Context: an optimization exercise on an open-source flow, tuned for small area, a short achievable clock period and few clock cycles. The choices shown serve that exercise and are no tape-out recipe. Only simulation tests tie the RTL to the original design; equivalence was not proved. No activity file was given, so power comes from the tool's default toggle rates.

## Core
module Core(
	input             clk,
	input             rst,                        
	input      [15:0] mem_to_core_data,           
	output     [15:0] core_to_mem_data,           
	output     [23:0] core_to_mem_address,        
	output            core_to_mem_write_enable);
export LEC_CHECK = 0
export CAP_MARGIN = 20
export CORE_MARGIN = 2
export CORE_UTILIZATION = 60
export CTS_CLUSTER_DIAMETER = 150
export CTS_CLUSTER_SIZE = 20
export SETUP_SLACK_MARGIN = 4.2
export SLEW_MARGIN = 20
create_clock -name core_clock -period 7.0 [get_ports {clk}]
standard.sh (not shown) runs the stock make flow with config.mk's settings and CLKGATE_MAP_FILE= SYNTH_SCRIPT=/design/flow/synth_recipe.tcl, a recipe that flattens the netlist after the stock synthesis.
==> flow/flow/run.sh <==
#!/bin/bash
# The standard layout (standard.sh: same synthesis script, registers and
# steps), with two changes to how cells are picked:
#  - ADDER_MAP_FILE is empty, so synthesis leaves adders to abc as plain logic
#    instead of fixed full/half adder cells;
#  - the input and output port buffers are buf_4 cells instead of the delay
#    buffers (clkdlybuf4s50_1) that buffer_ports picks by default.
# ORFS writes each step's full log under orfs/logs; make's output goes to
# standard.log.
set -euo pipefail
export ADDER_MAP_FILE=
export BUFFER_PORTS_ARGS="-buffer_cell sky130_fd_sc_hd__buf_4"
bash standard.sh > standard.log 2>&1
The baseline completed with no timing, DRC or antenna violations.
Testbench counts at the start, summed over its fixed seeds: cycles 53,178.
Edit:
SETUP_SLACK_MARGIN = 4.4   (was 4.2)
Routed wire length goes up by 1.4%.
Global-route usage goes up by 0.21 points.
Register-to-register slack is better by 0.15 ns.
Combinational power increases by 12%.
Count of clock-buffer cells in the layout does not change.
Edit:
SETUP_SLACK_MARGIN = 4.6   (was 4.4)
After rerunning:
- combinational power went up by 12%
- cell count went up by 2.5%
- register-to-register slack got worse by 0.07 ns
- wire length went up by 3.7%
- core utilization went up by 3.1 points
- global-route usage went up by 0.89 points

========
Core, a different RTL version from the one above (not shown whole).
For scale: ~1,900 cells after synthesis, about 59 I/O pins.
Settings: LEC_CHECK=0, CAP_MARGIN=20, CORE_MARGIN=2, CORE_UTILIZATION=60, CTS_CLUSTER_DIAMETER=150, CTS_CLUSTER_SIZE=20, SETUP_SLACK_MARGIN=3.7, SLEW_MARGIN=20; clock period 7.0 ns.
Scripts as last shown in full above: flow/flow/run.sh
The starting point completed with no timing, DRC or antenna violations.
Testbench counts at the start, summed over its fixed seeds: cycles 53,178.
Then changed:
Settings changed: CORE_UTILIZATION 60 to 40, SETUP_SLACK_MARGIN 3.7 to 4.6.
Outcome: The new run passed the timing, design-rule and antenna checks. Utilization drops by 17 points. Count of clock-buffer cells in the layout stays the same. Routed wire length climbs by 10%. Final area climbs by 11%. Total power climbs by 4.6%. Sequential share of layout area drops by 4.6 points. Clock power climbs by about 3%. Setup slack gets better by 0.42 ns. Hold slack gets worse by 0.0040 ns. Final cell count climbs by 15%.
Then changed:
Settings changed: CORE_UTILIZATION 40 to 60, SETUP_SLACK_MARGIN 4.6 to 4.4.
Effect:
- power barely changes
- clock power goes down by about 3%
- clock-buffer cell count is unchanged
- fmax goes up by 1.6%
- via count is about the same
- design area goes down by 4.5%
- utilization goes up by 21 points
Then changed:
Settings changed: CORE_UTILIZATION 60 to 40, SETUP_SLACK_MARGIN 4.4 to 4.0.
Result: Total power came out lower by 3.7%; cell area came out lower by 3.5%; worst hold slack got worse by 0.0075 ns; sequential cell count stays the same; synthesized cell count stays the same; critical path depth came out lower by 1; setup slack got worse by 0.22 ns; clock skew came out higher by 0.0086 ns; global-route usage came out lower by 12 points.

========
Core, a different RTL version from the one above (not shown whole).
Size: about 380 flip-flops, ~59 I/O pins.
// Core
module Core(
	input             clk,
	input             rst,                        
	input      [15:0] mem_to_core_data,           
	output     [15:0] core_to_mem_data,           
	output     [23:0] core_to_mem_address,        
	output            core_to_mem_write_enable);
==> flow/config.mk <==
export PLATFORM = sky130hd
export DESIGN_NAME = Core
export DESIGN_NICKNAME = Core
export VERILOG_FILES = /design/flow/design.v
export SDC_FILE = /design/flow/constraint.sdc
export NUM_CORES = 4
export LEC_CHECK = 0
export CAP_MARGIN = 20
export CORE_MARGIN = 2
export CORE_UTILIZATION = 40
export CTS_CLUSTER_DIAMETER = 150
export CTS_CLUSTER_SIZE = 20
export SETUP_SLACK_MARGIN = 4.0
export SLEW_MARGIN = 20
==> flow/constraint.sdc <==
create_clock -name core_clock -period 7.0 [get_ports {clk}]
set_input_delay 1.4000 -clock core_clock [delete_from_list [all_inputs] [get_ports {clk}]]
set_output_delay 1.4000 -clock core_clock [all_outputs]
set_load 0.01 [all_outputs]
Scripts as last shown in full above: flow/flow/run.sh
The starting point completed with no timing, DRC or antenna violations.
Testbench counts at the start, summed over its fixed seeds: cycles 53,178.
Next try:
- CTS_CLUSTER_DIAMETER: 150 -> not set
- CTS_CLUSTER_SIZE: 20 -> not set
Outcome: Worst setup slack stays flat. Via count came out higher by 1.7%. Combinational power went up by about 4%. Power is higher by 16%. Critical path depth grows by 1. Final cell count climbs by 1.8%. Fmax hardly moves. Non-clock buffer count came out higher by 12. Worst hold slack is worse by 0.014 ns. Count of clock-buffer cells in the layout came out higher by 15. First-iteration DRC count falls by 0.86%.

## port drivers added, routing unchanged
In the flow no input, the clock included, has a driving cell. The finished layouts below were timed again as built, in two steps.
Step 1: set_driving_cell puts a clkbuf_16 on clk and a buf_2 on each other input, an assumption about the parent block.
Step 2 also shifts input and output timing later by t, the mid clock arrival at the registers, as if the neighbouring blocks saw the same clock.
a / b / c = ideal ports / drivers / drivers and shift; a / b = the first two.
| run | t (ns) | slack for setup (ns) | hold slack, ns | worst setup path after step 2 | slew at the worst register clock pin (ns) |
|---|---|---|---|---|---|
| the first run of note 1 | 0.625 | 4.179 / 4.179 / 4.047 | 0.465 / 0.465 / 0.465 | input to register | 0.10 / 0.10 |
| the second run of note 1 | 0.629 | 4.324 / 4.324 / 4.065 | 0.459 / 0.459 / 0.459 | input to register | 0.10 / 0.10 |
| the third run of note 1 | 0.634 | 4.249 / 4.249 / 4.152 | 0.486 / 0.486 / 0.486 | input to register | 0.10 / 0.10 |
| the first run of note 2 | 0.623 | 3.831 / 3.831 / 3.778 | 0.490 / 0.490 / 0.490 | input to register | 0.10 / 0.10 |
| the second run of note 2 | 0.633 | 4.247 / 4.247 / 4.153 | 0.486 / 0.486 / 0.486 | input to register | 0.10 / 0.10 |
| the third run of note 2 | 0.620 | 4.290 / 4.290 / 4.124 | 0.457 / 0.457 / 0.457 | input to register | 0.09 / 0.09 |
| the fourth run of note 2 | 0.627 | 4.071 / 4.071 / 3.747 | 0.449 / 0.449 / 0.449 | input to register | 0.10 / 0.10 |
| the first run of note 3 | 0.635 | 3.891 / 3.891 / 3.711 | 0.479 / 0.479 / 0.479 | input to register | 0.11 / 0.11 |
| the second run of note 3 | 0.623 | 3.894 / 3.894 / 3.696 | 0.465 / 0.465 / 0.465 | input to register | 0.07 / 0.07 |
After both steps every run listed still meets setup and hold. The setup slack of the fourth run of note 2, which loses most, moves by 0.000 ns with the drivers and by -0.324 ns with both steps.
